Background: an optimization exercise with open tools, aiming at small area and a short achievable clock period. Do not read the settings as production practice. Only simulation tests tie the RTL to the original design; equivalence was not proved. In this run the design's own scripts or RTL, not TritonCTS, make the clock network. No driver is modelled on the clock port, so clock power and skew are understated where the tree is cut down; a real chip needs a root buffer or a tree. Power is estimated from default activity; no workload was simulated.

## flow/config.mk

```make
export PLATFORM = sky130hd
export DESIGN_NAME = BC_FIR
export DESIGN_NICKNAME = BC_FIR
export VERILOG_FILES = /design/flow/design.v
export SDC_FILE = /design/flow/constraint.sdc
export NUM_CORES = 4
export LEC_CHECK = 0
export CAP_MARGIN = 20
export CORE_MARGIN = 2
export CORE_UTILIZATION = 65
export PLACE_DENSITY = 0.75
export SLEW_MARGIN = 20
export SYNTH_HIERARCHICAL = 1
export SYNTH_MINIMUM_KEEP_SIZE = 0
```

## flow/standard.sh

```bash
#!/bin/bash
# synth_recipe.tcl (not shown) runs the flow's synth.tcl, then flattens the netlist and writes it again
# the make line also repeats each setting of config.mk as NAME=value (left out here)
make -C /OpenROAD-flow-scripts/flow DESIGN_CONFIG=/design/flow/config.mk WORK_HOME=/design/flow/orfs CLKGATE_MAP_FILE= SYNTH_SCRIPT=/design/flow/synth_recipe.tcl "${@:-finish}"
```

## flow/flow/cts_hook.tcl

```tcl
# PRE_CTS hook: builds a two-level clock tree by hand, then makes the flow's
# clock_tree_synthesis call a no-op.
#   clock_s -> NROOT root buffers (clkbuf_16) -> NLEAF leaf buffers (clkbuf_8)
#   -> flip-flop clock pins.
# Flip-flops are split into NLEAF balanced clusters (k-means); each leaf buffer
# sits at its cluster's centre, each root buffer at the centre of its leaves.
# Every flip-flop sees the same two buffer levels.
set ::mct_nleaf 24
set ::mct_nroot 4
set ::mct_leaf sky130_fd_sc_hd__clkbuf_8
set ::mct_root sky130_fd_sc_hd__clkbuf_16

proc mct_kmeans {pts k seed} {
  # balanced k-means (greedy capacity-limited assignment); returns {centres assignment}
  set n [llength $pts]
  set cap [expr {int(ceil(double($n) / $k * 1.15))}]
  expr {srand($seed)}
  set best_cost 1e30
  set best {}
  for {set trial 0} {$trial < 8} {incr trial} {
    # initial centres: random distinct points
    set idx {}
    while {[llength $idx] < $k} {
      set r [expr {int(rand() * $n)}]
      if {[lsearch $idx $r] < 0} { lappend idx $r }
    }
    set cent {}
    foreach i $idx { lappend cent [lindex $pts $i] }
    for {set it 0} {$it < 25} {incr it} {
      set pairs {}
      for {set i 0} {$i < $n} {incr i} {
        lassign [lindex $pts $i] x y
        for {set c 0} {$c < $k} {incr c} {
          lassign [lindex $cent $c] cx cy
          lappend pairs [list [expr {abs($x - $cx) + abs($y - $cy)}] $i $c]
        }
      }
      set pairs [lsort -real -index 0 $pairs]
      set asg [lrepeat $n -1]
      set cnt [lrepeat $k 0]
      foreach p $pairs {
        lassign $p d i c
        if {[lindex $asg $i] < 0 && [lindex $cnt $c] < $cap} {
          lset asg $i $c
          lset cnt $c [expr {[lindex $cnt $c] + 1}]
        }
      }
      set sx [lrepeat $k 0.0]; set sy [lrepeat $k 0.0]
      for {set i 0} {$i < $n} {incr i} {
        set c [lindex $asg $i]
        lassign [lindex $pts $i] x y
        lset sx $c [expr {[lindex $sx $c] + $x}]
        lset sy $c [expr {[lindex $sy $c] + $y}]
      }
      set newc {}
      for {set c 0} {$c < $k} {incr c} {
        set m [lindex $cnt $c]
        if {$m > 0} {
          lappend newc [list [expr {[lindex $sx $c] / $m}] [expr {[lindex $sy $c] / $m}]]
        } else {
          lappend newc [lindex $cent $c]
        }
      }
      set cent $newc
    }
    set cost 0.0
    for {set i 0} {$i < $n} {incr i} {
      lassign [lindex $pts $i] x y
      lassign [lindex $cent [lindex $asg $i]] cx cy
      set cost [expr {$cost + abs($x - $cx) + abs($y - $cy)}]
    }
    if {$cost < $best_cost} {
      set best_cost $cost
      set best [list $cent $asg]
    }
  }
  return $best
}

proc mct_build {} {
  set block [ord::get_db_block]
  set db [ord::get_db]
  set clk [$block findNet clock_s]
  set sinks {}
  set pts {}
  foreach it [$clk getITerms] {
    set inst [$it getInst]
    set bb [$inst getBBox]
    lappend sinks $it
    lappend pts [list [expr {([$bb xMin] + [$bb xMax]) / 2}] [expr {([$bb yMin] + [$bb yMax]) / 2}]]
  }
  puts "manual clock tree: [llength $sinks] clock sinks"
  lassign [mct_kmeans $pts $::mct_nleaf 1] lcent lasg
  lassign [mct_kmeans $lcent $::mct_nroot 2] rcent rasg
  set rootm [$db findMaster $::mct_root]
  set leafm [$db findMaster $::mct_leaf]
  set rnets {}
  for {set r 0} {$r < $::mct_nroot} {incr r} {
    set net [odb::dbNet_create $block clknet_root_$r]
    $net setSigType CLOCK
    set inst [odb::dbInst_create $block $rootm clkbuf_root_$r]
    [$inst findITerm A] connect $clk
    [$inst findITerm X] connect $net
    lassign [lindex $rcent $r] x y
    $inst setLocation [expr {int($x)}] [expr {int($y)}]
    $inst setPlacementStatus PLACED
    lappend rnets $net
  }
  set lnets {}
  for {set l 0} {$l < $::mct_nleaf} {incr l} {
    set net [odb::dbNet_create $block clknet_leaf_$l]
    $net setSigType CLOCK
    set inst [odb::dbInst_create $block $leafm clkbuf_leaf_$l]
    [$inst findITerm A] connect [lindex $rnets [lindex $rasg $l]]
    [$inst findITerm X] connect $net
    lassign [lindex $lcent $l] x y
    $inst setLocation [expr {int($x)}] [expr {int($y)}]
    $inst setPlacementStatus PLACED
    lappend lnets $net
  }
  for {set i 0} {$i < [llength $sinks]} {incr i} {
    set it [lindex $sinks $i]
    $it disconnect
    $it connect [lindex $lnets [lindex $lasg $i]]
  }
  puts "manual clock tree: $::mct_nroot root and $::mct_nleaf leaf buffers"
}

mct_build
rename clock_tree_synthesis mct_unused_clock_tree_synthesis
proc clock_tree_synthesis {args} {
  puts "clock_tree_synthesis skipped: the clock tree was built by the PRE_CTS hook"
}
```

## flow/flow/run.sh

```bash
#!/bin/bash
# Standard ORFS layout (the standard.sh) with two changes:
#  - port buffers made from sky130_fd_sc_hd__buf_2 instead of the default delay-buffer cell;
#  - the clock tree built by flow/cts_hook.tcl (PRE_CTS hook): a balanced two-level
#    buffer tree in place of TritonCTS's deeper tree.
# All tool output goes to standard_flow.log here and to the ORFS logs under orfs/logs.
set -euo pipefail
bash standard.sh "BUFFER_PORTS_ARGS=-buffer_cell sky130_fd_sc_hd__buf_2" \
  "PRE_CTS_TCL=$PWD/flow/cts_hook.tcl" \
  finish > standard_flow.log 2>&1
```

## flow/design.v

```verilog
module BC_FIR(
    input  [12:0] in,
    input         clock_s,
    output [12:0] out
);
    reg [11:0] d0;
    reg [11:0] d1;
    reg [11:0] d2;
    reg [11:0] d3;
    reg [11:0] d4;
    reg [11:0] d5;
    reg [11:0] d6;
    reg [11:0] d7;
    reg [11:0] d8;
    reg [11:0] d9;
    reg [11:0] d10;
    reg [11:0] d11;
    reg [11:0] d12;
    reg [11:0] d13;
    reg [11:0] d14;
    reg [11:0] d15;
    reg [11:0] d16;
    reg [11:0] d17;
    reg [11:0] d18;
    reg [11:0] d19;
    reg [11:0] d20;
    reg [11:0] d21;
    reg [11:0] d22;
    reg [11:0] d23;
    reg [11:0] d24;
    reg [11:0] d25;
    reg [11:0] d26;
    reg [11:0] d27;
    reg [11:0] d28;
    reg [11:0] d29;
    reg r3_0;
    reg r3_1;
    reg r3_2;
    reg r3_3;
    reg r3_4;
    reg r3_5;
    reg r3_6;
    reg r3_7;
    reg r3_8;
    reg r3_9;
    reg r3_10;
    reg r3_11;
    reg r3_12;
    reg r3_13;
    reg r3_14;
    reg r2_0;
    reg r2_1;
    reg r2_2;
    reg r2_3;
    reg r2_4;
    reg r2_5;
    reg r2_6;
    reg r2_7;
    reg r2_8;
    reg r2_9;
    reg r2_10;
    reg r2_11;
    reg r2_12;
    reg r2_13;
    reg r1_0;
    reg r1_1;
    reg r1_2;
    reg r1_3;
    reg r1_4;
    reg r1_5;
    reg r1_6;
    reg r1_7;
    reg r1_8;
    reg r1_9;
    reg r1_10;
    reg r1_11;
    reg r1_12;
    reg r1_13;
    reg r1_14;
    reg [12:0] y;
    wire w1;
    wire w2;
    wire w3;
    wire w4;
    wire w5;
    wire w6;
    wire w7;
    wire w8;
    wire w9;
    wire w10;
    wire w11;
    wire w12;
    wire w13;
    wire w14;
    wire w15;
    wire w16;
    wire w17;
    wire w18;
    wire w19;
    wire w20;
    wire w21;
    wire w22;
    wire w23;
    wire w24;
    wire w25;
    wire w26;
    wire w27;
    wire w28;
    wire w29;
    wire w30;
    wire w31;
    wire w32;
    wire w33;
    wire w34;
    wire w35;
    wire w36;
    wire w37;
    wire w38;
    wire w39;
    wire w40;
    wire w41;
    wire w42;
    wire w43;
    wire w44;
    wire w45;
    wire w46;
    wire w47;
    wire w48;
    wire w49;
    wire w50;
    wire w51;
    wire w52;
    wire w53;
    wire w54;
    wire w55;
    wire w56;
    wire w57;
    wire w58;
    wire w59;
    wire w60;
    wire w61;
    wire w62;
    wire w63;
    wire w64;
    wire w65;
    wire w66;
    wire w67;
    wire w68;
    wire w69;
    wire w70;
    wire w71;
    wire w72;
    wire w73;
    wire w74;
    wire w75;
    wire w76;
    wire w77;
    wire w78;
    wire w79;
    wire w80;
    wire w81;
    wire w82;
    wire w83;
    wire w84;
    wire w85;
    wire w86;
    wire w87;
    wire w88;
    wire w89;
    wire w90;
    wire w91;
    wire w92;
    wire w93;
    wire w94;
    wire w95;
    wire w96;
    wire w97;
    wire w98;
    wire w99;
    wire w100;
    wire w101;
    wire w102;
    wire w103;
    wire w104;
    wire w105;
    wire w106;
    wire w107;
    wire w108;
    wire w109;
    wire w110;
    wire w111;
    wire w112;
    wire w113;
    wire w114;
    wire w115;
    wire w116;
    wire w117;
    wire w118;
    wire w119;
    wire w120;
    wire w121;
    wire w122;
    wire w123;
    wire w124;
    wire w125;
    wire w126;
    wire w127;
    wire w128;
    wire w129;
    wire w130;
    wire w131;
    wire w132;
    wire w133;
    wire w134;
    wire w135;
    wire w136;
    wire w137;
    wire w138;
    wire w139;
    wire w140;
    wire w141;
    wire w142;
    wire w143;
    wire w144;
    wire w145;
    wire w146;
    wire w147;
    wire w148;
    wire w149;
    wire w150;
    wire w151;
    wire w152;
    wire w153;
    wire w154;
    wire w155;
    wire w156;
    wire w157;
    wire w158;
    wire w159;
    wire w160;
    wire w161;
    wire w162;
    wire w163;
    wire w164;
    wire w165;
    wire w166;
    wire w167;
    wire w168;
    wire w169;
    wire w170;
    wire w171;
    wire w172;
    wire w173;
    wire w174;
    wire w175;
    wire w176;
    wire w177;
    wire w178;
    wire w179;
    wire w180;
    wire w181;
    wire w182;
    wire w183;
    wire w184;
    wire w185;
    wire w186;
    wire w187;
    wire w188;
    wire w189;
    wire w190;
    wire w191;
    wire w192;
    wire w193;
    wire w194;
    wire w195;
    wire w196;
    wire w197;
    wire w198;
    wire w199;
    wire w200;
    wire w201;
    wire w202;
    wire w203;
    wire w204;
    wire w205;
    wire w206;
    wire w207;
    wire w208;
    wire w209;
    wire w210;
    wire w211;
    wire w212;
    wire w213;
    wire w214;
    wire w215;
    wire w216;
    wire w217;
    wire w218;
    wire w219;
    wire w220;
    wire w221;
    wire w222;
    wire w223;
    wire w224;
    wire w225;
    wire w226;
    wire w227;
    wire w228;
    wire w229;
    wire w230;
    wire w231;
    wire w232;
    wire w233;
    wire w234;
    wire w235;
    wire w236;
    wire w237;
    wire w238;
    wire w239;
    wire w240;
    wire w241;
    wire w242;
    wire w243;
    wire w244;
    wire w245;
    wire w246;
    wire w247;
    wire w248;
    wire w249;
    wire w250;
    wire w251;
    wire w252;
    wire w253;
    wire w254;
    wire w255;
    wire w256;
    wire w257;
    wire w258;
    wire w259;
    wire w260;
    wire w261;
    wire w262;
    wire w263;
    wire w264;
    wire w265;
    wire w266;
    wire w267;
    wire w268;
    wire w269;
    wire w270;
    wire w271;
    wire w272;
    wire w273;
    wire w274;
    wire w275;
    wire w276;
    wire w277;
    wire w278;
    wire w279;
    wire w280;
    wire w281;
    wire w282;
    wire w283;
    wire w284;
    wire w285;
    wire w286;
    wire w287;
    wire w288;
    wire w289;
    wire w290;
    wire w291;
    wire w292;
    wire w293;
    wire w294;
    wire w295;
    wire w296;
    wire w297;
    wire w298;
    wire w299;
    wire w300;
    wire w301;
    wire w302;
    wire w303;
    wire w304;
    wire w305;
    wire w306;
    wire w307;
    wire w308;
    wire w309;
    wire w310;
    wire w311;
    wire w312;
    wire w313;
    wire w314;
    wire w315;
    wire w316;
    wire w317;
    wire w318;
    wire w319;
    wire w320;
    wire w321;
    wire w322;
    wire w323;
    wire w324;
    wire w325;
    wire w326;
    wire w327;
    wire w328;
    wire w329;
    wire w330;
    wire w331;
    wire w332;
    wire w333;
    wire w334;
    wire w335;
    wire w336;
    wire w337;
    wire w338;
    wire w339;
    wire w340;
    wire w341;
    wire w342;
    wire w343;
    wire w344;
    wire w345;
    wire w346;
    wire w347;
    wire w348;
    wire w349;
    wire w350;
    wire w351;
    wire w352;
    wire w353;
    wire w354;
    wire w355;
    wire w356;
    wire w357;
    wire w358;
    wire w359;
    wire w360;
    wire w361;
    wire w362;
    wire w363;
    wire w364;
    wire w365;
    wire w366;
    wire w367;
    wire w368;
    wire w369;
    wire w370;
    wire w371;
    wire w372;
    wire w373;
    wire w374;
    wire w375;
    wire w376;
    wire w377;
    wire w378;
    wire w379;
    wire w380;
    wire w381;
    wire w382;
    wire w383;
    wire w384;
    wire w385;
    wire w386;
    wire w387;
    wire w388;
    wire w389;
    wire w390;
    wire w391;
    wire w392;
    wire w393;
    wire w394;
    wire w395;
    wire w396;
    wire w397;
    wire w398;
    wire w399;
    wire w400;
    wire w401;
    wire w402;
    wire w403;
    wire w404;
    wire w405;
    wire w406;
    wire w407;
    wire w408;
    wire w409;
    wire w410;
    wire w411;
    wire w412;
    wire w413;
    wire w414;
    wire w415;
    wire w416;
    wire w417;
    wire w418;
    wire w419;
    wire w420;
    wire w421;
    wire w422;
    wire w423;
    wire w424;
    wire w425;
    wire w426;
    wire w427;
    wire w428;
    wire w429;
    wire w430;
    wire w431;
    wire w432;
    wire w433;
    wire w434;
    wire w435;
    wire w436;
    wire w437;
    wire w438;
    wire w439;
    wire w440;
    wire w441;
    wire w442;
    wire w443;
    wire w444;
    wire w445;
    wire w446;
    wire w447;
    wire w448;
    wire w449;
    wire w450;
    wire w451;
    wire w452;
    wire w453;
    wire w454;
    wire w455;
    wire w456;
    wire w457;
    wire w458;
    wire w459;
    wire w460;
    wire w461;
    wire w462;
    wire w463;
    wire w464;
    wire w465;
    wire w466;
    wire w467;
    wire w468;
    wire w469;
    wire w470;
    wire w471;
    wire w472;
    wire w473;
    wire w474;
    wire w475;
    wire w476;
    wire w477;
    wire w478;
    wire w479;
    wire w480;
    wire w481;
    wire w482;
    wire w483;
    wire w484;
    wire w485;
    wire w486;
    wire w487;
    wire w488;
    wire w489;
    wire w490;
    wire w491;
    wire w492;
    wire w493;
    wire w494;
    wire w495;
    wire w496;
    wire w497;
    wire w498;
    wire w499;
    wire w500;
    wire w501;
    wire w502;
    wire w503;
    wire w504;
    wire w505;
    wire w506;
    wire w507;
    wire w508;
    wire w509;
    wire w510;
    wire w511;
    wire w512;
    wire w513;
    wire w514;
    wire w515;
    wire w516;
    wire w517;
    wire w518;
    wire w519;
    wire w520;
    wire w521;
    wire w522;
    wire w523;
    wire w524;
    wire w525;
    wire w526;
    wire w527;
    wire w528;
    wire w529;
    wire w530;
    wire w531;
    wire w532;
    wire w533;
    wire w534;
    wire w535;
    wire w536;
    wire w537;
    wire w538;
    wire w539;
    wire w540;
    wire w541;
    wire w542;
    wire w543;
    wire w544;
    wire w545;
    wire w546;
    wire w547;
    wire w548;
    wire w549;
    wire w550;
    wire w551;
    wire w552;
    wire w553;
    wire w554;
    wire w555;
    wire w556;
    wire w557;
    wire w558;
    wire w559;
    wire w560;
    wire w561;
    wire w562;
    wire w563;
    wire w564;
    wire w565;
    wire w566;
    wire w567;
    wire w568;
    wire w569;
    wire w570;
    wire w571;
    wire w572;
    wire w573;
    wire w574;
    wire w575;
    wire w576;
    wire w577;
    wire w578;
    wire w579;
    wire w580;
    wire w581;
    wire w582;
    wire w583;
    wire w584;
    wire w585;
    wire w586;
    wire w587;
    wire w588;
    wire w589;
    wire w590;
    wire w591;
    wire w592;
    wire w593;
    wire w594;
    wire w595;
    wire w596;
    wire w597;
    wire w598;
    wire w599;
    wire w600;
    wire w601;
    wire w602;
    wire w603;
    wire w604;
    wire w605;
    wire w606;
    wire w607;
    wire w608;
    wire w609;
    wire w610;
    wire w611;
    wire w612;
    wire w613;
    wire w614;
    wire w615;
    wire w616;
    wire w617;
    wire w618;
    wire w619;
    wire w620;
    wire w621;
    wire w622;
    wire w623;
    wire w624;
    wire w625;
    wire w626;
    wire w627;
    fa1 u1 (.a(d13[0]), .b(d9[0]), .c(d29[0]), .s(w1), .co(w2));
    fa1 u2 (.a(d13[1]), .b(d9[0]), .c(d9[1]), .s(w3), .co(w4));
    fa1 u3 (.a(d29[1]), .b(w2), .c(w3), .s(w5), .co(w6));
    fa1 u4 (.a(d13[2]), .b(d9[1]), .c(d9[2]), .s(w7), .co(w8));
    fa1 u5 (.a(d29[0]), .b(d29[2]), .c(w4), .s(w9), .co(w10));
    fa1 u6 (.a(w7), .b(w6), .c(w9), .s(w11), .co(w12));
    fa1 u7 (.a(d13[3]), .b(d9[2]), .c(d9[3]), .s(w13), .co(w14));
    fa1 u8 (.a(d29[1]), .b(d29[3]), .c(w8), .s(w15), .co(w16));
    fa1 u9 (.a(w13), .b(w10), .c(w15), .s(w17), .co(w18));
    ha1 u10 (.a(w12), .b(w17), .s(w19), .co(w20));
    fa1 u11 (.a(d5[0]), .b(d13[0]), .c(d13[4]), .s(w21), .co(w22));
    fa1 u12 (.a(d9[0]), .b(d9[3]), .c(d9[4]), .s(w23), .co(w24));
    fa1 u13 (.a(d29[0]), .b(d29[2]), .c(d29[4]), .s(w25), .co(w26));
    fa1 u14 (.a(w14), .b(w21), .c(w23), .s(w27), .co(w28));
    fa1 u15 (.a(w25), .b(w16), .c(w27), .s(w29), .co(w30));
    fa1 u16 (.a(w18), .b(w29), .c(w20), .s(w31), .co(w32));
    fa1 u17 (.a(d5[1]), .b(d13[1]), .c(d13[5]), .s(w33), .co(w34));
    fa1 u18 (.a(d9[1]), .b(d9[4]), .c(d9[5]), .s(w35), .co(w36));
    fa1 u19 (.a(d29[1]), .b(d29[3]), .c(d29[5]), .s(w37), .co(w38));
    fa1 u20 (.a(w22), .b(w24), .c(w26), .s(w39), .co(w40));
    fa1 u21 (.a(w33), .b(w35), .c(w37), .s(w41), .co(w42));
    fa1 u22 (.a(w28), .b(w39), .c(w41), .s(w43), .co(w44));
    fa1 u23 (.a(w30), .b(w43), .c(w32), .s(w45), .co(w46));
    fa1 u24 (.a(d5[2]), .b(d13[0]), .c(d13[2]), .s(w47), .co(w48));
    fa1 u25 (.a(d13[6]), .b(d9[2]), .c(d9[5]), .s(w49), .co(w50));
    fa1 u26 (.a(d9[6]), .b(d29[2]), .c(d29[4]), .s(w51), .co(w52));
    fa1 u27 (.a(d29[6]), .b(w34), .c(w36), .s(w53), .co(w54));
    fa1 u28 (.a(w38), .b(w47), .c(w49), .s(w55), .co(w56));
    fa1 u29 (.a(w51), .b(w40), .c(w53), .s(w57), .co(w58));
    fa1 u30 (.a(w42), .b(w55), .c(w44), .s(w59), .co(w60));
    fa1 u31 (.a(w57), .b(w59), .c(w46), .s(w61), .co(w62));
    fa1 u32 (.a(d5[3]), .b(d13[1]), .c(d13[3]), .s(w63), .co(w64));
    fa1 u33 (.a(d13[7]), .b(d9[3]), .c(d9[6]), .s(w65), .co(w66));
    fa1 u34 (.a(d9[7]), .b(d29[3]), .c(d29[5]), .s(w67), .co(w68));
    fa1 u35 (.a(d29[7]), .b(w48), .c(w50), .s(w69), .co(w70));
    fa1 u36 (.a(w52), .b(w63), .c(w65), .s(w71), .co(w72));
    fa1 u37 (.a(w67), .b(w54), .c(w56), .s(w73), .co(w74));
    fa1 u38 (.a(w69), .b(w71), .c(w58), .s(w75), .co(w76));
    fa1 u39 (.a(w73), .b(w60), .c(w75), .s(w77), .co(w78));
    ha1 u40 (.a(w77), .b(w62), .s(w79), .co(w80));
    fa1 u41 (.a(d5[4]), .b(d21[0]), .c(d13[2]), .s(w81), .co(w82));
    fa1 u42 (.a(d13[4]), .b(d13[8]), .c(d9[4]), .s(w83), .co(w84));
    fa1 u43 (.a(d9[7]), .b(d9[8]), .c(d29[4]), .s(w85), .co(w86));
    fa1 u44 (.a(d29[6]), .b(d29[8]), .c(w64), .s(w87), .co(w88));
    fa1 u45 (.a(w81), .b(w66), .c(w68), .s(w89), .co(w90));
    fa1 u46 (.a(w83), .b(w85), .c(w70), .s(w91), .co(w92));
    fa1 u47 (.a(w87), .b(w72), .c(w89), .s(w93), .co(w94));
    fa1 u48 (.a(w74), .b(w91), .c(w93), .s(w95), .co(w96));
    fa1 u49 (.a(w76), .b(w95), .c(w78), .s(w97), .co(w98));
    fa1 u50 (.a(d5[5]), .b(d21[1]), .c(d13[3]), .s(w99), .co(w100));
    fa1 u51 (.a(d13[5]), .b(d13[9]), .c(d15[0]), .s(w101), .co(w102));
    fa1 u52 (.a(d9[5]), .b(d9[8]), .c(d9[9]), .s(w103), .co(w104));
    fa1 u53 (.a(d29[5]), .b(d29[7]), .c(d29[9]), .s(w105), .co(w106));
    fa1 u54 (.a(w82), .b(w84), .c(w99), .s(w107), .co(w108));
    fa1 u55 (.a(w86), .b(w101), .c(w103), .s(w109), .co(w110));
    fa1 u56 (.a(w105), .b(w88), .c(w90), .s(w111), .co(w112));
    fa1 u57 (.a(w107), .b(w109), .c(w92), .s(w113), .co(w114));
    fa1 u58 (.a(w94), .b(w111), .c(w113), .s(w115), .co(w116));
    fa1 u59 (.a(w96), .b(w115), .c(w98), .s(w117), .co(w118));
    fa1 u60 (.a(d5[6]), .b(d21[2]), .c(d13[4]), .s(w119), .co(w120));
    fa1 u61 (.a(d13[6]), .b(d13[10]), .c(d15[1]), .s(w121), .co(w122));
    fa1 u62 (.a(d9[6]), .b(d9[9]), .c(d9[10]), .s(w123), .co(w124));
    fa1 u63 (.a(d29[6]), .b(d29[8]), .c(d29[10]), .s(w125), .co(w126));
    fa1 u64 (.a(w100), .b(w102), .c(w119), .s(w127), .co(w128));
    fa1 u65 (.a(w104), .b(w106), .c(w121), .s(w129), .co(w130));
    fa1 u66 (.a(w123), .b(w125), .c(w108), .s(w131), .co(w132));
    fa1 u67 (.a(w110), .b(w127), .c(w129), .s(w133), .co(w134));
    fa1 u68 (.a(w112), .b(w131), .c(w133), .s(w135), .co(w136));
    fa1 u69 (.a(w114), .b(w135), .c(w116), .s(w137), .co(w138));
    fa1 u70 (.a(d5[7]), .b(d21[3]), .c(d13[5]), .s(w139), .co(w140));
    fa1 u71 (.a(d13[7]), .b(d13[11]), .c(d15[0]), .s(w141), .co(w142));
    fa1 u72 (.a(d15[2]), .b(d9[7]), .c(d9[10]), .s(w143), .co(w144));
    fa1 u73 (.a(d9[11]), .b(d29[7]), .c(d29[9]), .s(w145), .co(w146));
    fa1 u74 (.a(d29[11]), .b(w120), .c(w122), .s(w147), .co(w148));
    fa1 u75 (.a(w139), .b(w124), .c(w126), .s(w149), .co(w150));
    fa1 u76 (.a(w141), .b(w143), .c(w145), .s(w151), .co(w152));
    fa1 u77 (.a(w128), .b(w147), .c(w130), .s(w153), .co(w154));
    fa1 u78 (.a(w149), .b(w151), .c(w132), .s(w155), .co(w156));
    fa1 u79 (.a(w134), .b(w153), .c(w155), .s(w157), .co(w158));
    fa1 u80 (.a(w136), .b(w157), .c(w138), .s(w159), .co(w160));
    x2 u81 (.a(d5[8]), .b(d21[4]), .y(w161));
    x2 u82 (.a(d13[6]), .b(d13[8]), .y(w162));
    x2 u83 (.a(d15[0]), .b(d15[1]), .y(w163));
    x2 u84 (.a(d15[3]), .b(d9[0]), .y(w164));
    x2 u85 (.a(d9[8]), .b(d9[11]), .y(w165));
    x2 u86 (.a(d29[0]), .b(d29[8]), .y(w166));
    x2 u87 (.a(d29[10]), .b(w161), .y(w167));
    x2 u88 (.a(w162), .b(w163), .y(w168));
    x2 u89 (.a(w164), .b(w165), .y(w169));
    x2 u90 (.a(w166), .b(w167), .y(w170));
    x2 u91 (.a(w140), .b(w168), .y(w171));
    x2 u92 (.a(w169), .b(w142), .y(w172));
    x2 u93 (.a(w144), .b(w146), .y(w173));
    x2 u94 (.a(w170), .b(w171), .y(w174));
    x2 u95 (.a(w172), .b(w173), .y(w175));
    x2 u96 (.a(w174), .b(w148), .y(w176));
    x2 u97 (.a(w175), .b(w150), .y(w177));
    x2 u98 (.a(w152), .b(w176), .y(w178));
    x2 u99 (.a(w177), .b(w178), .y(w179));
    x2 u100 (.a(w154), .b(w179), .y(w180));
    x2 u101 (.a(w180), .b(w156), .y(w181));
    x2 u102 (.a(w181), .b(w158), .y(w182));
    x2 u103 (.a(w182), .b(w160), .y(w183));
    assign w184 = ~r3_0;
    assign w185 = ~r3_1;
    assign w186 = ~r3_2;
    assign w187 = ~r3_3;
    assign w188 = ~r3_4;
    assign w189 = ~r3_5;
    assign w190 = ~r3_6;
    assign w191 = ~r3_7;
    assign w192 = ~r3_8;
    assign w193 = ~r3_9;
    assign w194 = ~r3_10;
    assign w195 = ~r3_11;
    assign w196 = ~r3_12;
    assign w197 = ~r3_13;
    assign w198 = ~r3_14;
    fa1 u104 (.a(d6[0]), .b(d16[0]), .c(d22[0]), .s(w199), .co(w200));
    ha1 u105 (.a(w185), .b(w199), .s(w201), .co(w202));
    fa1 u106 (.a(d2[0]), .b(d6[1]), .c(d16[1]), .s(w203), .co(w204));
    fa1 u107 (.a(d22[1]), .b(w186), .c(w200), .s(w205), .co(w206));
    fa1 u108 (.a(w203), .b(w202), .c(w205), .s(w207), .co(w208));
    fa1 u109 (.a(d2[1]), .b(d6[2]), .c(d16[2]), .s(w209), .co(w210));
    fa1 u110 (.a(d22[2]), .b(w187), .c(w204), .s(w211), .co(w212));
    fa1 u111 (.a(w209), .b(w206), .c(w211), .s(w213), .co(w214));
    ha1 u112 (.a(w208), .b(w213), .s(w215), .co(w216));
    fa1 u113 (.a(d2[2]), .b(d6[3]), .c(d16[3]), .s(w217), .co(w218));
    fa1 u114 (.a(d22[3]), .b(w188), .c(w210), .s(w219), .co(w220));
    fa1 u115 (.a(w217), .b(w212), .c(w219), .s(w221), .co(w222));
    fa1 u116 (.a(w214), .b(w221), .c(w216), .s(w223), .co(w224));
    fa1 u117 (.a(d2[3]), .b(d6[4]), .c(d16[4]), .s(w225), .co(w226));
    fa1 u118 (.a(d22[4]), .b(w189), .c(w218), .s(w227), .co(w228));
    fa1 u119 (.a(w225), .b(w220), .c(w227), .s(w229), .co(w230));
    fa1 u120 (.a(w222), .b(w229), .c(w224), .s(w231), .co(w232));
    fa1 u121 (.a(d2[4]), .b(d6[5]), .c(d16[5]), .s(w233), .co(w234));
    fa1 u122 (.a(d22[5]), .b(w190), .c(w226), .s(w235), .co(w236));
    fa1 u123 (.a(w233), .b(w228), .c(w235), .s(w237), .co(w238));
    fa1 u124 (.a(w230), .b(w237), .c(w232), .s(w239), .co(w240));
    fa1 u125 (.a(d2[5]), .b(d6[6]), .c(d16[6]), .s(w241), .co(w242));
    fa1 u126 (.a(d22[6]), .b(w191), .c(w234), .s(w243), .co(w244));
    fa1 u127 (.a(w241), .b(w236), .c(w243), .s(w245), .co(w246));
    fa1 u128 (.a(w238), .b(w245), .c(w240), .s(w247), .co(w248));
    fa1 u129 (.a(d2[6]), .b(d6[7]), .c(d16[7]), .s(w249), .co(w250));
    fa1 u130 (.a(d22[7]), .b(w192), .c(w193), .s(w251), .co(w252));
    fa1 u131 (.a(w242), .b(w249), .c(w251), .s(w253), .co(w254));
    fa1 u132 (.a(w244), .b(w253), .c(w246), .s(w255), .co(w256));
    fa1 u133 (.a(d2[7]), .b(d6[8]), .c(d16[8]), .s(w257), .co(w258));
    fa1 u134 (.a(d22[8]), .b(w194), .c(w250), .s(w259), .co(w260));
    fa1 u135 (.a(w257), .b(w252), .c(w259), .s(w261), .co(w262));
    fa1 u136 (.a(w254), .b(w261), .c(w256), .s(w263), .co(w264));
    fa1 u137 (.a(d2[8]), .b(d6[9]), .c(d14[0]), .s(w265), .co(w266));
    fa1 u138 (.a(d16[9]), .b(d22[9]), .c(w195), .s(w267), .co(w268));
    fa1 u139 (.a(w196), .b(w258), .c(w265), .s(w269), .co(w270));
    fa1 u140 (.a(w267), .b(w260), .c(w269), .s(w271), .co(w272));
    fa1 u141 (.a(w262), .b(w271), .c(w264), .s(w273), .co(w274));
    fa1 u142 (.a(d2[9]), .b(d6[10]), .c(d14[1]), .s(w275), .co(w276));
    fa1 u143 (.a(d16[10]), .b(d22[10]), .c(w197), .s(w277), .co(w278));
    fa1 u144 (.a(w266), .b(w268), .c(w275), .s(w279), .co(w280));
    fa1 u145 (.a(w277), .b(w270), .c(w279), .s(w281), .co(w282));
    fa1 u146 (.a(w272), .b(w281), .c(w274), .s(w283), .co(w284));
    x2 u147 (.a(d2[10]), .b(d6[11]), .y(w285));
    x2 u148 (.a(d14[2]), .b(d16[11]), .y(w286));
    x2 u149 (.a(d22[11]), .b(w198), .y(w287));
    x2 u150 (.a(w285), .b(w286), .y(w288));
    x2 u151 (.a(w287), .b(w288), .y(w289));
    x2 u152 (.a(w276), .b(w278), .y(w290));
    x2 u153 (.a(w289), .b(w290), .y(w291));
    x2 u154 (.a(w291), .b(w280), .y(w292));
    x2 u155 (.a(w292), .b(w282), .y(w293));
    x2 u156 (.a(w293), .b(w284), .y(w294));
    fa1 u157 (.a(r2_0), .b(d17[0]), .c(d3[0]), .s(w295), .co(w296));
    fa1 u158 (.a(d23[0]), .b(d19[0]), .c(w295), .s(w297), .co(w298));
    fa1 u159 (.a(r2_1), .b(d17[1]), .c(d3[1]), .s(w299), .co(w300));
    fa1 u160 (.a(d23[1]), .b(d19[1]), .c(w296), .s(w301), .co(w302));
    fa1 u161 (.a(w299), .b(w298), .c(w301), .s(w303), .co(w304));
    fa1 u162 (.a(r2_2), .b(d17[2]), .c(d3[2]), .s(w305), .co(w306));
    fa1 u163 (.a(d23[2]), .b(d19[2]), .c(w300), .s(w307), .co(w308));
    fa1 u164 (.a(w305), .b(w302), .c(w307), .s(w309), .co(w310));
    ha1 u165 (.a(w304), .b(w309), .s(w311), .co(w312));
    fa1 u166 (.a(r2_3), .b(d17[3]), .c(d3[3]), .s(w313), .co(w314));
    fa1 u167 (.a(d23[3]), .b(d19[3]), .c(w306), .s(w315), .co(w316));
    fa1 u168 (.a(w313), .b(w308), .c(w315), .s(w317), .co(w318));
    fa1 u169 (.a(w310), .b(w317), .c(w312), .s(w319), .co(w320));
    fa1 u170 (.a(r2_4), .b(d17[4]), .c(d3[0]), .s(w321), .co(w322));
    fa1 u171 (.a(d3[4]), .b(d23[0]), .c(d23[4]), .s(w323), .co(w324));
    fa1 u172 (.a(d27[0]), .b(d19[0]), .c(d19[4]), .s(w325), .co(w326));
    fa1 u173 (.a(w314), .b(w321), .c(w323), .s(w327), .co(w328));
    fa1 u174 (.a(w325), .b(w316), .c(w327), .s(w329), .co(w330));
    fa1 u175 (.a(w318), .b(w329), .c(w320), .s(w331), .co(w332));
    fa1 u176 (.a(r2_5), .b(d17[5]), .c(d3[1]), .s(w333), .co(w334));
    fa1 u177 (.a(d3[5]), .b(d23[1]), .c(d23[5]), .s(w335), .co(w336));
    fa1 u178 (.a(d27[1]), .b(d19[1]), .c(d19[5]), .s(w337), .co(w338));
    fa1 u179 (.a(w322), .b(w324), .c(w333), .s(w339), .co(w340));
    fa1 u180 (.a(w326), .b(w335), .c(w337), .s(w341), .co(w342));
    fa1 u181 (.a(w328), .b(w339), .c(w341), .s(w343), .co(w344));
    fa1 u182 (.a(w330), .b(w343), .c(w332), .s(w345), .co(w346));
    fa1 u183 (.a(r2_6), .b(d17[6]), .c(d3[2]), .s(w347), .co(w348));
    fa1 u184 (.a(d3[6]), .b(d23[2]), .c(d23[6]), .s(w349), .co(w350));
    fa1 u185 (.a(d27[0]), .b(d27[2]), .c(d19[0]), .s(w351), .co(w352));
    fa1 u186 (.a(d19[2]), .b(d19[6]), .c(w334), .s(w353), .co(w354));
    fa1 u187 (.a(w336), .b(w347), .c(w338), .s(w355), .co(w356));
    fa1 u188 (.a(w349), .b(w351), .c(w353), .s(w357), .co(w358));
    fa1 u189 (.a(w340), .b(w342), .c(w355), .s(w359), .co(w360));
    fa1 u190 (.a(w357), .b(w344), .c(w359), .s(w361), .co(w362));
    ha1 u191 (.a(w361), .b(w346), .s(w363), .co(w364));
    fa1 u192 (.a(r2_7), .b(d17[7]), .c(d3[3]), .s(w365), .co(w366));
    fa1 u193 (.a(d3[7]), .b(d23[3]), .c(d23[7]), .s(w367), .co(w368));
    fa1 u194 (.a(d27[1]), .b(d27[3]), .c(d19[1]), .s(w369), .co(w370));
    fa1 u195 (.a(d19[3]), .b(d19[7]), .c(w348), .s(w371), .co(w372));
    fa1 u196 (.a(w350), .b(w352), .c(w365), .s(w373), .co(w374));
    fa1 u197 (.a(w367), .b(w369), .c(w354), .s(w375), .co(w376));
    fa1 u198 (.a(w371), .b(w356), .c(w373), .s(w377), .co(w378));
    fa1 u199 (.a(w358), .b(w375), .c(w360), .s(w379), .co(w380));
    fa1 u200 (.a(w377), .b(w362), .c(w379), .s(w381), .co(w382));
    ha1 u201 (.a(w381), .b(w364), .s(w383), .co(w384));
    fa1 u202 (.a(r2_8), .b(r2_9), .c(d17[8]), .s(w385), .co(w386));
    fa1 u203 (.a(d3[4]), .b(d3[8]), .c(d23[4]), .s(w387), .co(w388));
    fa1 u204 (.a(d23[8]), .b(d27[2]), .c(d27[4]), .s(w389), .co(w390));
    fa1 u205 (.a(d19[2]), .b(d19[4]), .c(d19[8]), .s(w391), .co(w392));
    fa1 u206 (.a(w366), .b(w368), .c(w370), .s(w393), .co(w394));
    fa1 u207 (.a(w385), .b(w387), .c(w389), .s(w395), .co(w396));
    fa1 u208 (.a(w391), .b(w372), .c(w374), .s(w397), .co(w398));
    fa1 u209 (.a(w393), .b(w395), .c(w376), .s(w399), .co(w400));
    fa1 u210 (.a(w378), .b(w397), .c(w399), .s(w401), .co(w402));
    fa1 u211 (.a(w380), .b(w401), .c(w382), .s(w403), .co(w404));
    fa1 u212 (.a(r2_10), .b(d17[9]), .c(d3[5]), .s(w405), .co(w406));
    fa1 u213 (.a(d3[9]), .b(d23[5]), .c(d23[9]), .s(w407), .co(w408));
    fa1 u214 (.a(d27[3]), .b(d27[5]), .c(d19[3]), .s(w409), .co(w410));
    fa1 u215 (.a(d19[5]), .b(d19[9]), .c(w386), .s(w411), .co(w412));
    fa1 u216 (.a(w388), .b(w390), .c(w405), .s(w413), .co(w414));
    fa1 u217 (.a(w392), .b(w407), .c(w409), .s(w415), .co(w416));
    fa1 u218 (.a(w411), .b(w394), .c(w396), .s(w417), .co(w418));
    fa1 u219 (.a(w413), .b(w415), .c(w398), .s(w419), .co(w420));
    fa1 u220 (.a(w417), .b(w400), .c(w419), .s(w421), .co(w422));
    fa1 u221 (.a(w402), .b(w421), .c(w404), .s(w423), .co(w424));
    fa1 u222 (.a(r2_11), .b(d17[10]), .c(d3[6]), .s(w425), .co(w426));
    fa1 u223 (.a(d3[10]), .b(d23[6]), .c(d23[10]), .s(w427), .co(w428));
    fa1 u224 (.a(d27[4]), .b(d27[6]), .c(d19[4]), .s(w429), .co(w430));
    fa1 u225 (.a(d19[6]), .b(d19[10]), .c(w406), .s(w431), .co(w432));
    fa1 u226 (.a(w408), .b(w410), .c(w425), .s(w433), .co(w434));
    fa1 u227 (.a(w427), .b(w429), .c(w412), .s(w435), .co(w436));
    fa1 u228 (.a(w431), .b(w414), .c(w416), .s(w437), .co(w438));
    fa1 u229 (.a(w433), .b(w435), .c(w418), .s(w439), .co(w440));
    fa1 u230 (.a(w437), .b(w420), .c(w439), .s(w441), .co(w442));
    ha1 u231 (.a(w422), .b(w441), .s(w443), .co(w444));
    fa1 u232 (.a(r2_12), .b(d17[11]), .c(d3[7]), .s(w445), .co(w446));
    fa1 u233 (.a(d3[11]), .b(d23[7]), .c(d23[11]), .s(w447), .co(w448));
    fa1 u234 (.a(d27[5]), .b(d27[7]), .c(d19[5]), .s(w449), .co(w450));
    fa1 u235 (.a(d19[7]), .b(d19[11]), .c(w426), .s(w451), .co(w452));
    fa1 u236 (.a(w428), .b(w430), .c(w445), .s(w453), .co(w454));
    fa1 u237 (.a(w447), .b(w449), .c(w432), .s(w455), .co(w456));
    fa1 u238 (.a(w451), .b(w434), .c(w453), .s(w457), .co(w458));
    fa1 u239 (.a(w436), .b(w455), .c(w438), .s(w459), .co(w460));
    fa1 u240 (.a(w457), .b(w440), .c(w459), .s(w461), .co(w462));
    fa1 u241 (.a(w442), .b(w461), .c(w444), .s(w463), .co(w464));
    x2 u242 (.a(r2_13), .b(d3[8]), .y(w465));
    x2 u243 (.a(d23[8]), .b(d27[6]), .y(w466));
    x2 u244 (.a(d27[8]), .b(d19[6]), .y(w467));
    x2 u245 (.a(d19[8]), .b(w465), .y(w468));
    x2 u246 (.a(w466), .b(w467), .y(w469));
    x2 u247 (.a(w468), .b(w446), .y(w470));
    x2 u248 (.a(w469), .b(w448), .y(w471));
    x2 u249 (.a(w450), .b(w470), .y(w472));
    x2 u250 (.a(w471), .b(w472), .y(w473));
    x2 u251 (.a(w452), .b(w454), .y(w474));
    x2 u252 (.a(w473), .b(w474), .y(w475));
    x2 u253 (.a(w456), .b(w475), .y(w476));
    x2 u254 (.a(w458), .b(w476), .y(w477));
    x2 u255 (.a(w477), .b(w460), .y(w478));
    x2 u256 (.a(w478), .b(w462), .y(w479));
    x2 u257 (.a(w479), .b(w464), .y(w480));
    assign w481 = ~r1_0;
    assign w482 = ~r1_1;
    assign w483 = ~r1_2;
    assign w484 = ~r1_3;
    assign w485 = ~r1_4;
    assign w486 = ~r1_5;
    assign w487 = ~r1_6;
    assign w488 = ~r1_7;
    assign w489 = ~r1_8;
    assign w490 = ~r1_9;
    assign w491 = ~r1_10;
    assign w492 = ~r1_11;
    assign w493 = ~r1_12;
    assign w494 = ~r1_13;
    assign w495 = ~r1_14;
    xn1 u258 (.a(d0[0]), .b(w481), .y(w496));
    or1 u259 (.a(d0[0]), .b(w481), .y(w497));
    fa1 u260 (.a(d28[0]), .b(d0[0]), .c(d0[1]), .s(w498), .co(w499));
    fa1 u261 (.a(w482), .b(w497), .c(w498), .s(w500), .co(w501));
    xn1 u262 (.a(d28[1]), .b(d0[1]), .y(w502));
    or1 u263 (.a(d28[1]), .b(d0[1]), .y(w503));
    fa1 u264 (.a(d0[2]), .b(w483), .c(w502), .s(w504), .co(w505));
    fa1 u265 (.a(w499), .b(w504), .c(w501), .s(w506), .co(w507));
    fa1 u266 (.a(d28[2]), .b(d0[2]), .c(d0[3]), .s(w508), .co(w509));
    fa1 u267 (.a(w484), .b(w503), .c(w508), .s(w510), .co(w511));
    fa1 u268 (.a(w505), .b(w510), .c(w507), .s(w512), .co(w513));
    fa1 u269 (.a(d28[3]), .b(d0[3]), .c(d0[4]), .s(w514), .co(w515));
    fa1 u270 (.a(w485), .b(w509), .c(w514), .s(w516), .co(w517));
    fa1 u271 (.a(w511), .b(w516), .c(w513), .s(w518), .co(w519));
    fa1 u272 (.a(d28[4]), .b(d0[4]), .c(d0[5]), .s(w520), .co(w521));
    fa1 u273 (.a(w486), .b(w515), .c(w520), .s(w522), .co(w523));
    ha1 u274 (.a(w517), .b(w522), .s(w524), .co(w525));
    fa1 u275 (.a(d8[0]), .b(d28[5]), .c(d0[5]), .s(w526), .co(w527));
    fa1 u276 (.a(d0[6]), .b(w487), .c(w521), .s(w528), .co(w529));
    fa1 u277 (.a(w526), .b(w523), .c(w528), .s(w530), .co(w531));
    fa1 u278 (.a(d8[1]), .b(d28[6]), .c(d0[6]), .s(w532), .co(w533));
    fa1 u279 (.a(d0[7]), .b(w488), .c(w527), .s(w534), .co(w535));
    fa1 u280 (.a(w532), .b(w529), .c(w534), .s(w536), .co(w537));
    fa1 u281 (.a(d8[2]), .b(d12[0]), .c(d28[7]), .s(w538), .co(w539));
    fa1 u282 (.a(d0[7]), .b(d0[8]), .c(w489), .s(w540), .co(w541));
    fa1 u283 (.a(w490), .b(w533), .c(w538), .s(w542), .co(w543));
    fa1 u284 (.a(w540), .b(w535), .c(w542), .s(w544), .co(w545));
    fa1 u285 (.a(d8[3]), .b(d12[1]), .c(d28[8]), .s(w546), .co(w547));
    fa1 u286 (.a(d0[8]), .b(d0[9]), .c(w491), .s(w548), .co(w549));
    fa1 u287 (.a(w539), .b(w541), .c(w546), .s(w550), .co(w551));
    fa1 u288 (.a(w548), .b(w543), .c(w550), .s(w552), .co(w553));
    fa1 u289 (.a(d8[4]), .b(d12[2]), .c(d20[0]), .s(w554), .co(w555));
    fa1 u290 (.a(d28[9]), .b(d0[9]), .c(d0[10]), .s(w556), .co(w557));
    fa1 u291 (.a(w492), .b(w493), .c(w547), .s(w558), .co(w559));
    fa1 u292 (.a(w549), .b(w554), .c(w556), .s(w560), .co(w561));
    fa1 u293 (.a(w558), .b(w551), .c(w560), .s(w562), .co(w563));
    xn1 u294 (.a(d8[5]), .b(d12[3]), .y(w564));
    or1 u295 (.a(d8[5]), .b(d12[3]), .y(w565));
    fa1 u296 (.a(d20[1]), .b(d28[10]), .c(d0[10]), .s(w566), .co(w567));
    fa1 u297 (.a(d0[11]), .b(w494), .c(w564), .s(w568), .co(w569));
    fa1 u298 (.a(w555), .b(w557), .c(w566), .s(w570), .co(w571));
    fa1 u299 (.a(w568), .b(w559), .c(w561), .s(w572), .co(w573));
    fa1 u300 (.a(w570), .b(w563), .c(w572), .s(w574), .co(w575));
    x2 u301 (.a(d4[0]), .b(d8[6]), .y(w576));
    x2 u302 (.a(d12[4]), .b(d20[2]), .y(w577));
    x2 u303 (.a(d24[0]), .b(d28[11]), .y(w578));
    x2 u304 (.a(d0[11]), .b(w495), .y(w579));
    x2 u305 (.a(w576), .b(w577), .y(w580));
    x2 u306 (.a(w578), .b(w565), .y(w581));
    x2 u307 (.a(w579), .b(w580), .y(w582));
    x2 u308 (.a(w581), .b(w567), .y(w583));
    x2 u309 (.a(w582), .b(w569), .y(w584));
    x2 u310 (.a(w583), .b(w584), .y(w585));
    x2 u311 (.a(w571), .b(w585), .y(w586));
    x2 u312 (.a(w586), .b(w573), .y(w587));
    ha1 u313 (.a(w524), .b(w519), .s(w588), .co(w589));
    ha1 u314 (.a(w525), .b(w530), .s(w590), .co(w591));
    ha1 u315 (.a(w531), .b(w536), .s(w592), .co(w593));
    ha1 u316 (.a(w537), .b(w544), .s(w594), .co(w595));
    ha1 u317 (.a(w545), .b(w552), .s(w596), .co(w597));
    ha1 u318 (.a(w553), .b(w562), .s(w598), .co(w599));
    x2 u319 (.a(w587), .b(w575), .y(w600));
    an1 u320 (.a(w512), .b(w506), .y(w601));
    an1 u321 (.a(w588), .b(w518), .y(w602));
    x2 u322 (.a(w590), .b(w589), .y(w603));
    ao1 u323 (.a(w591), .b(w590), .c(w589), .y(w604));
    an1 u324 (.a(w590), .b(w602), .y(w605));
    x2 u325 (.a(w592), .b(w604), .y(w606));
    ao1 u326 (.a(w593), .b(w592), .c(w591), .y(w607));
    an1 u327 (.a(w592), .b(w590), .y(w608));
    ao1 u328 (.a(w607), .b(w608), .c(w589), .y(w609));
    an1 u329 (.a(w608), .b(w602), .y(w610));
    x2 u330 (.a(w594), .b(w609), .y(w611));
    ao1 u331 (.a(w595), .b(w594), .c(w609), .y(w612));
    x2 u332 (.a(w596), .b(w612), .y(w613));
    ao1 u333 (.a(w597), .b(w596), .c(w595), .y(w614));
    an1 u334 (.a(w596), .b(w594), .y(w615));
    ao1 u335 (.a(w614), .b(w615), .c(w609), .y(w616));
    x2 u336 (.a(w598), .b(w616), .y(w617));
    ao1 u337 (.a(w599), .b(w598), .c(w614), .y(w618));
    an1 u338 (.a(w598), .b(w615), .y(w619));
    ao1 u339 (.a(w618), .b(w619), .c(w609), .y(w620));
    x2 u340 (.a(w574), .b(w620), .y(w621));
    an1 u341 (.a(w574), .b(w599), .y(w622));
    an1 u342 (.a(w574), .b(w598), .y(w623));
    ao1 u343 (.a(w622), .b(w623), .c(w614), .y(w624));
    an1 u344 (.a(w623), .b(w615), .y(w625));
    ao1 u345 (.a(w624), .b(w625), .c(w609), .y(w626));
    x2 u346 (.a(w600), .b(w626), .y(w627));
    wire [12:0] ysum = {w627, w621, w617, w613, w611, w606, w603, w588, w518, w512, w506, w500, w496};
    always @(posedge clock_s) begin
        d0 <= in[11:0];
        d1 <= d0;
        d2 <= d1;
        d3 <= d2;
        d4 <= d3;
        d5 <= d4;
        d6 <= d5;
        d7 <= d6;
        d8 <= d7;
        d9 <= d8;
        d10 <= ~d9;
        d11 <= d10;
        d12 <= d11;
        d13 <= d12;
        d14 <= d13;
        d15 <= d14;
        d16 <= ~d15;
        d17 <= d16;
        d18 <= d17;
        d19 <= d18;
        d20 <= d19;
        d21 <= ~d20;
        d22 <= d21;
        d23 <= d22;
        d24 <= d23;
        d25 <= d24;
        d26 <= d25;
        d27 <= d26;
        d28 <= d27;
        d29 <= d28;
        r3_0 <= w1;
        r3_1 <= w5;
        r3_2 <= w11;
        r3_3 <= w19;
        r3_4 <= w31;
        r3_5 <= w45;
        r3_6 <= w61;
        r3_7 <= w79;
        r3_8 <= w97;
        r3_9 <= w80;
        r3_10 <= w117;
        r3_11 <= w137;
        r3_12 <= w118;
        r3_13 <= w159;
        r3_14 <= w183;
        r2_0 <= w184;
        r2_1 <= w201;
        r2_2 <= w207;
        r2_3 <= w215;
        r2_4 <= w223;
        r2_5 <= w231;
        r2_6 <= w239;
        r2_7 <= w247;
        r2_8 <= w255;
        r2_9 <= w248;
        r2_10 <= w263;
        r2_11 <= w273;
        r2_12 <= w283;
        r2_13 <= w294;
        r1_0 <= w297;
        r1_1 <= w303;
        r1_2 <= w311;
        r1_3 <= w319;
        r1_4 <= w331;
        r1_5 <= w345;
        r1_6 <= w363;
        r1_7 <= w383;
        r1_8 <= w403;
        r1_9 <= w384;
        r1_10 <= w423;
        r1_11 <= w443;
        r1_12 <= w424;
        r1_13 <= w463;
        r1_14 <= w480;
        y <= ysum;
    end
    assign out = y;
endmodule
module fa1(input a, input b, input c, output s, output co);
    assign {co, s} = a + b + c;
endmodule
module ha1(input a, input b, output s, output co);
    assign {co, s} = a + b;
endmodule
module xn1(input a, input b, output y);
    assign y = ~(a ^ b);
endmodule
module or1(input a, input b, output y);
    assign y = a | b;
endmodule
module x2(input a, input b, output y);
    assign y = a ^ b;
endmodule
module ao1(input a, input b, input c, output y);
    assign y = a | (b & c);
endmodule
module an1(input a, input b, output y);
    assign y = a & b;
endmodule
```

## flow/constraint.sdc

```tcl
create_clock -name core_clock -period 16.0 [get_ports {clock_s}]
set_input_delay 3.2000 -clock core_clock [delete_from_list [all_inputs] [get_ports {clock_s}]]
set_output_delay 3.2000 -clock core_clock [all_outputs]
set_load 0.01 [all_outputs]
```

==> summary.md <==
| Metric | Value |
|---|---|
| Initial antenna violation count | 1 |
| Clock skew | 31.7 ps |
| Worst-Skew Late Latency | 330 ps |
| Nets | 1145 |
| DRC | 0 |
| GPL Wtd Cong | 0.844 |
| Die Ht | 152 um |
| Final Util | 0.700 |
| Final HPWL DP | 21.3 mm |
| Worst path arrival time | 760 ps |
| Worst min path class | register to register |
| Layout cells sized above 1 | 0.0604 |
| Wire per inst | 22.3 um |
| Die W | 152 um |
| First drt pass iteration count | 4 |
| Vias/cell | 4.95 |
| Fin Setup TNS | 0 ps |
| Worst hold stages | 0 |
| Cells on worst reg2reg path | 7 |
| R2R setup slack | 12200 ps |
| FF+latch count, synth | 417 |
| Worst path required time | 12800 ps |
| I/O pin cnt | 27 |
| Setup Viol. Count Final | 0 |
| Pre-CTS worst setup slack | 12190 ps |
| Commonest cells after routing, fill and taps aside | dfxtp_1 (417), fa_1 (236), xor2_1 (69) |
| Sequential area share after synthesis | 0.585 |
| # port buffers | 25 |
| Cell count after synthesis | 825 |
| Outcome | finished clean |
| Synth-to-Final Area Change | 6.37% |
| Hold buffer count at cts | 0 |
| Number of global-route vias before repair | 6812 |
| Post-synthesis net count | 1090 |
| Worst path slowest cell | dfxtp_1 |
| Cts repair resizes | 0 |
| Initial DRC count | 162 |
| Vias | 5739 |
| Relative slew margins | 0.668 |
| Die ar. | 23200 um2 |
| Tmin final | 3960 ps |
| Fmax | 0.252 GHz |
| Post-CTS setup buffer count | 0 |
| Number of routed nets with antenna violations | 0 |
| Initial Utilization | 0.658 |
| Type of the worst setup path | register to output port |
| Routed Wire Length | 25.8 mm |
| Max FO, Critical Path | 1 |
| Worst-path clk slew | 100 ps |
| Largest net degree at the start of global routing | 21 |
| Hold_ws | 319 ps |
| Setup slack after layout | 12040 ps |
| RSZ-0062 raised after global routing | false |
| CP peak stage delay | 310 ps |
| Mean Syn Cell Area | 17.3 um2 |
| Number of distinct library cells after synthesis | 9 |
| Power density over the cells | 201 nW/um2 |
| Total power | 3.05 mW |
| CP Launch Type | register |
| Leakage | 6.44 nW |
| Crit end category | output port |
| Number of buffer and inverter stages on the critical path | 1 |
| Netlist Area Pre-Place | 14300 um2 |
| YS warnings | 7 |
| Most common cell after layout, fill and taps aside | dfxtp_1 |
| Gr usage total | 0.237 |
| Core footprint | 21700 um2 |
| Worst Max-Slew Pin Slew | 496 ps |
| First-pass GRT wire length | 40.1 mm |
| Final Cycle Share | 0.248 |
| Biggest register | y |
| FP Rows | 54 |
| Largest register FFs | 13 |
| WP depth | 1 |
| Congestion Overflow GR | 0 |
| Fin. max-slew vios | 0 |
| Fin. Hold Viols | 0 |
| Top delay family on crit path | flip-flops |
| Maxcap violations | 0 |
| Crit path cell chain | buf_2 |
| Worst vdd ir | 0.117 mV |
[cell usage after synthesis]
master,number,area [um2]
dfxtp_1,417,8350
xor2_1,69,604
fa_1,236,4720
inv_1,66,248
or2_1,3,18.8
ha_1,15,188
xnor2_1,3,26.3
a21o_1,10,75.1
and2_1,6,37.5
[where the power goes]
| part | internal [mW] | switching (mW) |
|---|---|---|
| Sequential | 1.20 | 0.0793 |
| Combinational | 0.630 | 0.679 |
| Clock | 0.182 | 0.279 |
| Total | 2.01 | 1.04 |
[layer usage]
metal / vias up / track usage / share of wire
li1: 2557 / - / -
met3: 61 / 0.0276 / 0.032
met5: - / 0 / 0
met4: 0 / 0.0939 / 0.052
met1: 3015 / 0.318 / 0.41
met2: 106 / 0.402 / 0.50
[per-module statistics from Yosys (local to each module, per instance)]
module	cell area (um2)	flops+latches	times used
an1	6.26	0	6
x2	8.76	0	69
fa1	20.0	0	236
ao1	7.51	0	10
or1	6.26	0	3
BC_FIR	8600	417	1
ha1	12.5	0	15
xn1	8.76	0	3
[layout make-up]
class                      instances  area [um2]
buffer                            28         430
tap                              280         350
antenna                            1        2.50
sequential                       417        8350
multi-input combinational        342        5670
timing repair buffer              25         125
fill                            1439        6510
inverter                          66         248
[kinds of logic (layout without fill, tap and decap cells)]
group	Yosys count	in the layout	share of synthesized area
AOI/OAI and AO/OA	10	10	0.00526
DFF	417	417	0.585
and+or+nand+nor	9	9	0.00395
other	0	1	0
adders and majority gates	251	251	0.344
xor gates and xnor gates	72	72	0.0442
buffers and inverters	66	119	0.0174
[metrics by stage]
step                      instance area (um2)  instances
after global placement                  14700       1130
after global routing                    15200       1158
after floorplan                         14300        825
after CTS                               15200       1158
final                                   15200       1159
after detailed placement                14700       1130
[path summary, 6_finish.rpt]
| kind | startpoint | to |
|---|---|---|
| setup / recovery | y[1] | out[1] |
| hold / removal | d12[9] | d13[9] |
| setup reg to reg | d13[0] | r3_10 |
| hold reg to reg | d12[9] | d13[9] |
[worst register-to-register path, stage by stage, from the launching register on]
cell     delay [ps]
dfxtp_1         580
fa_1            520
fa_1            450
fa_1            450
fa_1            400
fa_1            430
fa_1            400
fa_1            440

==> afterwards: timing with drivers on the ports <==
The results above use ideal ports. As a check the final layout listed here was re-extracted and re-timed, cells and wires unchanged. Step 1 sets driving cells, clkbuf_16 on the clock port and buf_2 on the other inputs (assumed; they add their load-dependent delay and slew). Step 2 moves the port delays by t, midway between the first and last clock arrival at a register: inputs arrive t later, outputs are due t later. That takes back most of the time a late clock gives input paths. Slacks: no drivers / after step 1 / after step 2; pairs: no drivers / after step 1.
t, ns: 0.415
setup WS [ns]: 12.038 / 11.937 / 12.204
hold slack, ns: 0.319 / 0.319 / 0.319
slew at the worst register clock pin (ns): 0.11 / 0.11
worst slew at a driven data input, ns: 0.03
After both steps setup and hold are still met in this run. The setup slack of this run moves by -0.101 ns with the drivers and by +0.166 ns with both steps.
